Context: an optimization exercise on an open-source flow, tuned for small area. The choices shown serve that exercise and are no tape-out recipe. Only simulation tests tie the RTL to the original design; equivalence was not proved. Power and IR drop assume default switching activity.

Setup of pepper:
Design I2C_controller, start of the top module:
module I2C_controller (
    input clk,
    input rst_n,
    input enable,
    input [7:0] set_scl_div,
    output reg [7:0] scl_div,
    input start_trans,
    input stop_trans,
    input rd_clr,
    input wr_rdy,
    output rd_reg_full,
    output wr_reg_empty,
    input [6:0] set_local_addr,
    output reg [6:0] local_addr,
    input [7:0] byte_wr_i,
    output [7:0] byte_rd_o,
    output reg bus_busy,
    output is_master,
    output trans_start,
    output addr_match,
    output trans_dir,
    output get_nack,
    output bus_err,
    output byte_wait,
    output reg arbit_fail,
    output trans_stop,
    input scl_i,
    output scl_o,
    input sda_i,
    output sda_o
);
    wire rst_sync_n;
    reset_generator U_reset (
        .clk       (clk),
        .rst_n     (rst_n),
        .rst_sync_n(rst_sync_n)
    );
    reg scl_last, sda_last;
    always @(posedge clk or negedge rst_sync_n) begin
        if (!rst_sync_n) begin
            scl_last <= 1'b1;
            sda_last <= 1'b1;
        end
        else begin
            scl_last <= scl_i;
            sda_last <= sda_i;
        end
    end
    wire fall  = scl_last & ~scl_i;
    wire rise  = ~scl_last & scl_i;
    wire cond_start = scl_i & sda_last & ~sda_i;
    wire cond_stop  = scl_i & ~sda_last & sda_i;
    wire cond_any   = cond_start | cond_stop;
    reg [6:0] addr_reg;
    reg [7:0] scl_div_reg;
    always @(posedge clk or negedge rst_sync_n) begin
        if (!rst_sync_n) begin
            addr_reg    <= 7'b100_1001;
            local_addr  <= 7'b100_1001;
            scl_div_reg <= 8'h01;
  ...
clock: 10.0 ns
lec_check: 0
abc_area: 1
cap_margin: 20
core_margin: 2
core_utilization: 40
slew_margin: 20
run.sh (not shown) runs the stock make flow with config.mk's settings and CLKGATE_MAP_FILE= SYNTH_SCRIPT=/design/flow/synth_recipe.tcl, a recipe that flattens the netlist after the stock synthesis.
Having completed the whole flow, pepper delivered a layout that passed the timing, design-rule and antenna checks.
diff inputs: pepper => juniper
- ABC_AREA: 1 -> unset
==> flow/flow/run.sh (new file) <==
#!/bin/bash
set -euo pipefail
cd "$(dirname "$0")/.."
bash standard.sh \
  BUFFER_PORTS_ARGS="-buffer_cell sky130_fd_sc_hd__buf_1" \
  CTS_ARGS="-sink_clustering_enable -repair_clock_nets -dont_use_dummy_load -buf_list sky130_fd_sc_hd__clkbuf_8" \
  finish > flow_make.log 2>&1
==> flow/standard.sh (new file) <==
#!/bin/bash
# synth_recipe.tcl (not shown) runs the flow's synth.tcl, then flattens the netlist and writes it again
# the make line also repeats each setting of config.mk as NAME=value (left out here)
make -C /OpenROAD-flow-scripts/flow DESIGN_CONFIG=/design/flow/config.mk WORK_HOME=/design/flow/orfs CLKGATE_MAP_FILE= SYNTH_SCRIPT=/design/flow/synth_recipe.tcl "${@:-finish}"
removed: flow/run.sh
==> results.txt <==
Having completed the whole flow, juniper delivered a layout that passed the timing, design-rule and antenna checks. pepper ran to completion and came out clean on the timing, design-rule and antenna checks. juniper vs. pepper: smallest hold slack went down by 0.13 ns. The area overhead of the layout relative to synthesis of juniper falls short of that of pepper by 11 points. juniper vs. pepper: worst setup slack went up by 0.74 ns. Summary — total die area, juniper relative to pepper: lower, by 0.61%. On juniper: synthesized area is about 0.6% lower than what pepper gave.
Relative to juniper, the following input files were edited for nickel:
==> flow/flow/run.sh <==
#!/bin/bash
# The standard layout (standard.sh), with three changes that only affect
# cell sizes, never the registers:
#  - synthesis maps the logic with an area-oriented ABC script (flow/abc_area.script)
#    instead of ORFS's delay-oriented one: a copy of ORFS's scripts folder whose
#    abc_speed.script is replaced is used for the synth step only
#  - port buffers use sky130_fd_sc_hd__buf_1
#  - clock tree synthesis uses clkbuf_8 and no dummy loads
# Each step's full output goes to its own log file in the work folder.
set -euo pipefail
cd "$(dirname "$0")/.."
WORK=$PWD
mkdir -p "$WORK/tmp"
export TMPDIR="$WORK/tmp"
rm -rf "$WORK/synth_scripts"
cp -r "$FLOW_HOME/scripts" "$WORK/synth_scripts"
cp "$WORK/flow/abc_area.script" "$WORK/synth_scripts/abc_speed.script"
bash standard.sh SCRIPTS_DIR="$WORK/synth_scripts" synth > "$WORK/log_synth.log" 2>&1
bash standard.sh \
  BUFFER_PORTS_ARGS="-buffer_cell sky130_fd_sc_hd__buf_1" \
  CTS_ARGS="${CTS_ARGS_OVERRIDE:--sink_clustering_enable -sink_clustering_size 40 -sink_clustering_max_diameter 200 -repair_clock_nets -dont_use_dummy_load -buf_list sky130_fd_sc_hd__clkbuf_8}" \
  finish > "$WORK/log_layout.log" 2>&1
==> flow/flow/abc_area.script (new file) <==
strash
ifraig
scorr
dc2
strash
&get -n
&dch -f
&nf -R 1000 -p
&put
### Flow results
Between juniper and nickel, the slew at the pin closest to its max-slew limit does not differ in any meaningful way. Final core area utilization for nickel: 2.3 points up relative to juniper. Of nickel and juniper, the lower time the worst path needs with I/O delays and setup belongs to juniper. The floorplan die height in nickel sits 6.6 µm below the value recorded for juniper. Post-route clock period utilization delta for nickel relative to juniper: 5.0 points higher.
--- input diff nickel..harbor ---
- SLEW_MARGIN changed from 20 to 0
- GPL_TIMING_DRIVEN newly set to 0
- CAP_MARGIN changed from 20 to 0
--- a/flow/flow/run.sh
+++ b/flow/flow/run.sh
@@ -21 +21 @@
-  CTS_ARGS="${CTS_ARGS_OVERRIDE:--sink_clustering_enable -sink_clustering_size 40 -sink_clustering_max_diameter 200 -repair_clock_nets -dont_use_dummy_load -buf_list sky130_fd_sc_hd__clkbuf_8}" \
+  CTS_ARGS="${CTS_ARGS_OVERRIDE:--sink_clustering_enable -repair_clock_nets -dont_use_dummy_load -buf_list sky130_fd_sc_hd__clkbuf_8}" \
Results
Between nickel and harbor, the difference in utilization is negligible. On area growth from synthesis to final layout, the higher figure sits with harbor, not nickel. Taking nickel as the reference, in harbor combinational share of power -1.0 points; fill cell total of the finished layout -0.68%. Global-route usage (higher): nickel. In harbor, the worst hold slack after final layout came out 0.053 ns above the value in nickel.
[inputs] maple vs harbor
- SLEW_MARGIN now 20, was 0
- GPL_TIMING_DRIVEN no longer set, was 0
- CAP_MARGIN now 20, was 0
--- a/flow/flow/run.sh
+++ b/flow/flow/run.sh
@@ -13,2 +12,0 @@
-mkdir -p "$WORK/tmp"
-export TMPDIR="$WORK/tmp"
## What came out
- maple: final standard cell count with taps included and fillers excluded is about 0.5% higher than what harbor reported.
- Highest fanout seen on the critical path: maple vs harbor identical
- Relative to harbor, maple degrades worst hold slack.
- Delta (maple minus harbor): power drawn by the sequential cells now smaller, global placement routability congestion now larger, number of non-clock buffers in the layout now larger.

---

Setup of v39:
Another version of the RTL of I2C_controller (not shown whole).
For scale: ~560 cells after synthesis, about 110 flip-flops, ~5000 um2 of cells after synthesis.
## I2C_controller
module I2C_controller (
    input clk,
    input rst_n,
    input enable,
    input [7:0] set_scl_div,
    output reg [7:0] scl_div,
    input start_trans,
    input stop_trans,
    input rd_clr,
    input wr_rdy,
    output rd_reg_full,
    output wr_reg_empty,
    input [6:0] set_local_addr,
    output reg [6:0] local_addr,
    input [7:0] byte_wr_i,
    output reg [7:0] byte_rd_o,
    output reg bus_busy,
    output is_master,
    output trans_start,
    output addr_match,
    output trans_dir,
    output get_nack,
    output bus_err,
    output byte_wait,
    output reg arbit_fail,
    output trans_stop,
    input scl_i,
    output scl_o,
    input sda_i,
    output sda_o
);
    wire rst_sync_n;
    reset_generator U_reset (
        .clk       (clk),
        .rst_n     (rst_n),
        .rst_sync_n(rst_sync_n)
    );
    reg scl_last, sda_last;
    always @(posedge clk or negedge rst_sync_n) begin   
        if (!rst_sync_n) sda_last <= 1'b1;
        else sda_last <= sda_i;
    end
    always @(posedge clk) begin   
        scl_last <= scl_i | ~rst_sync_n;
    end
    wire fall  = scl_last & ~scl_i;
    wire rise  = ~scl_last & scl_i;
    wire cond_start = scl_i & sda_last & ~sda_i;
    wire cond_stop  = scl_i & ~sda_last & sda_i;
    wire cond_any   = cond_start | cond_stop;
    reg [6:0] addr_reg;
    reg [7:0] scl_div_reg;
    always @(posedge clk) begin   
        if (!rst_sync_n) begin
            addr_reg    <= 7'b100_1001;
            scl_div_reg <= 8'h01;
        end
        else begin
            addr_reg    <= set_local_addr;
            scl_div_reg <= set_scl_div;
        end
    end
    always @(posedge clk or negedge rst_sync_n) begin   
        if (!rst_sync_n) begin
            local_addr <= 7'b100_1001;
            scl_div    <= 8'h01;
        end
        else if (!enable) begin
            local_addr <= addr_reg;
            scl_div    <= (scl_div_reg == 8'b0) ? 8'h01 : scl_div_reg;
        end
    end
    reg M, S, pM;
    wire m_trans_stop;
    wire go_master = S & ~bus_busy & start_trans;
    wire m_leave   = arbit_fail | m_trans_stop;
    wire M_next    = enable & (go_master | (M & ~m_leave));
    always @(posedge clk or negedge rst_sync_n) begin   
        if (!rst_sync_n) begin
            M <= 1'b0;
            S <= 1'b0;
        end
        else begin
            M <= M_next;
  ...
clock: 10.0 ns
lec_check: 0
cap_margin: 20
core_margin: 2
core_utilization: 40
slew_margin: 20
standard.sh (not shown) runs the stock make flow with config.mk's settings and CLKGATE_MAP_FILE= SYNTH_SCRIPT=/design/flow/synth_recipe.tcl, a recipe that flattens the netlist after the stock synthesis.
==> flow/flow/run.sh <==
#!/bin/bash
# The standard layout (standard.sh), with three changes that only affect
# cell sizes, never the registers:
#  - synthesis maps the logic with an area-oriented ABC script (flow/abc_area.script)
#    instead of ORFS's delay-oriented one: a copy of ORFS's scripts folder whose
#    abc_speed.script is replaced is used for the synth step only
#  - port buffers use sky130_fd_sc_hd__buf_1
#  - clock tree synthesis uses clkbuf_8 and no dummy loads
# Each step's full output goes to its own log file in the work folder.
set -euo pipefail
cd "$(dirname "$0")/.."
WORK=$PWD
mkdir -p "$WORK/tmp"
export TMPDIR="$WORK/tmp"
rm -rf "$WORK/synth_scripts"
cp -r "$FLOW_HOME/scripts" "$WORK/synth_scripts"
cp "$WORK/flow/abc_area.script" "$WORK/synth_scripts/abc_speed.script"
bash standard.sh SCRIPTS_DIR="$WORK/synth_scripts" synth > "$WORK/log_synth.log" 2>&1
DONT_USE_CELLS="sky130_fd_sc_hd__buf_4 sky130_fd_sc_hd__buf_6 sky130_fd_sc_hd__buf_8 sky130_fd_sc_hd__buf_12 sky130_fd_sc_hd__buf_16" \
bash standard.sh \
  BUFFER_PORTS_ARGS="-buffer_cell sky130_fd_sc_hd__buf_1" \
  CTS_ARGS="-sink_clustering_enable -repair_clock_nets -dont_use_dummy_load -buf_list sky130_fd_sc_hd__clkbuf_8" \
  finish > "$WORK/log_layout.log" 2>&1
==> flow/flow/abc_area.script <==
strash
ifraig
scorr
dc2
dc2
strash
&get -n
&dch -f
&nf -R 1000 -p
&put
Input changes introduced in v25 (baseline for comparison: v39):
# v39
export LEC_CHECK = 0
export CAP_MARGIN = 20
export CORE_MARGIN = 2
export CORE_UTILIZATION = 40
export SLEW_MARGIN = 20
create_clock -name core_clock -period 10.0 [get_ports {clk}]
# v25
export LEC_CHECK = 0
export CAP_MARGIN = 0
export CORE_MARGIN = 2
export CORE_UTILIZATION = 40
export SLEW_MARGIN = 0
create_clock -name core_clock -period 10.0 [get_ports {clk}]
diff --git a/flow/flow/run.sh b/flow/flow/run.sh
--- a/flow/flow/run.sh
+++ b/flow/flow/run.sh
@@ -19 +18,0 @@
-DONT_USE_CELLS="sky130_fd_sc_hd__buf_4 sky130_fd_sc_hd__buf_6 sky130_fd_sc_hd__buf_8 sky130_fd_sc_hd__buf_12 sky130_fd_sc_hd__buf_16" \
--- outcome ---
- Final worst setup slack came out exactly the same in v25 and v39.
- In terms of wire length of the first global-routing pass, v39 and v25 differ only marginally.
- Between v25 and v39, the global-route usage does not differ in any meaningful way.
- Re number of placed instances with taps included: no difference whatsoever between v39 and v25.

## separate check: timing with driven ports
Ports are ideal in the flow. The routed layouts listed here were re-timed in OpenROAD. Step 1 sets driving cells, clkbuf_16 on the clock port and buf_2 on the other inputs (assumed; they add their load-dependent delay and slew). Step 2 times the ports against the registers' clock, not the clock port: input delays grow and output delays shrink by t, the midpoint of the rising clock arrivals with the driver on. Slacks: no drivers / after step 1 / after step 2; pairs: no drivers / after step 1.
| run | shift t [ns] | setup WS [ns] | hold slack, ns |
|---|---|---|---|
| pepper | 0.399 | 3.710 / 3.688 / 3.688 | 0.359 / 0.359 / 0.359 |
| juniper | 0.396 | 4.454 / 4.430 / 4.430 | 0.229 / 0.229 / 0.229 |
| nickel | 0.406 | 3.953 / 3.930 / 3.930 | 0.313 / 0.313 / 0.313 |
| harbor | 0.403 | 3.774 / 3.744 / 3.744 | 0.366 / 0.366 / 0.366 |
| maple | 0.406 | 3.953 / 3.930 / 3.930 | 0.313 / 0.313 / 0.313 |
| v39 | 0.410 | 3.593 / 3.567 / 3.567 | 0.095 / 0.095 / 0.095 |
| v25 | 0.410 | 3.593 / 3.567 / 3.567 | 0.095 / 0.095 / 0.095 |
After both steps setup and hold are still met in every run listed. For harbor, which loses most, drivers alone change the setup slack by -0.030 ns; drivers and shift together by -0.030 ns.
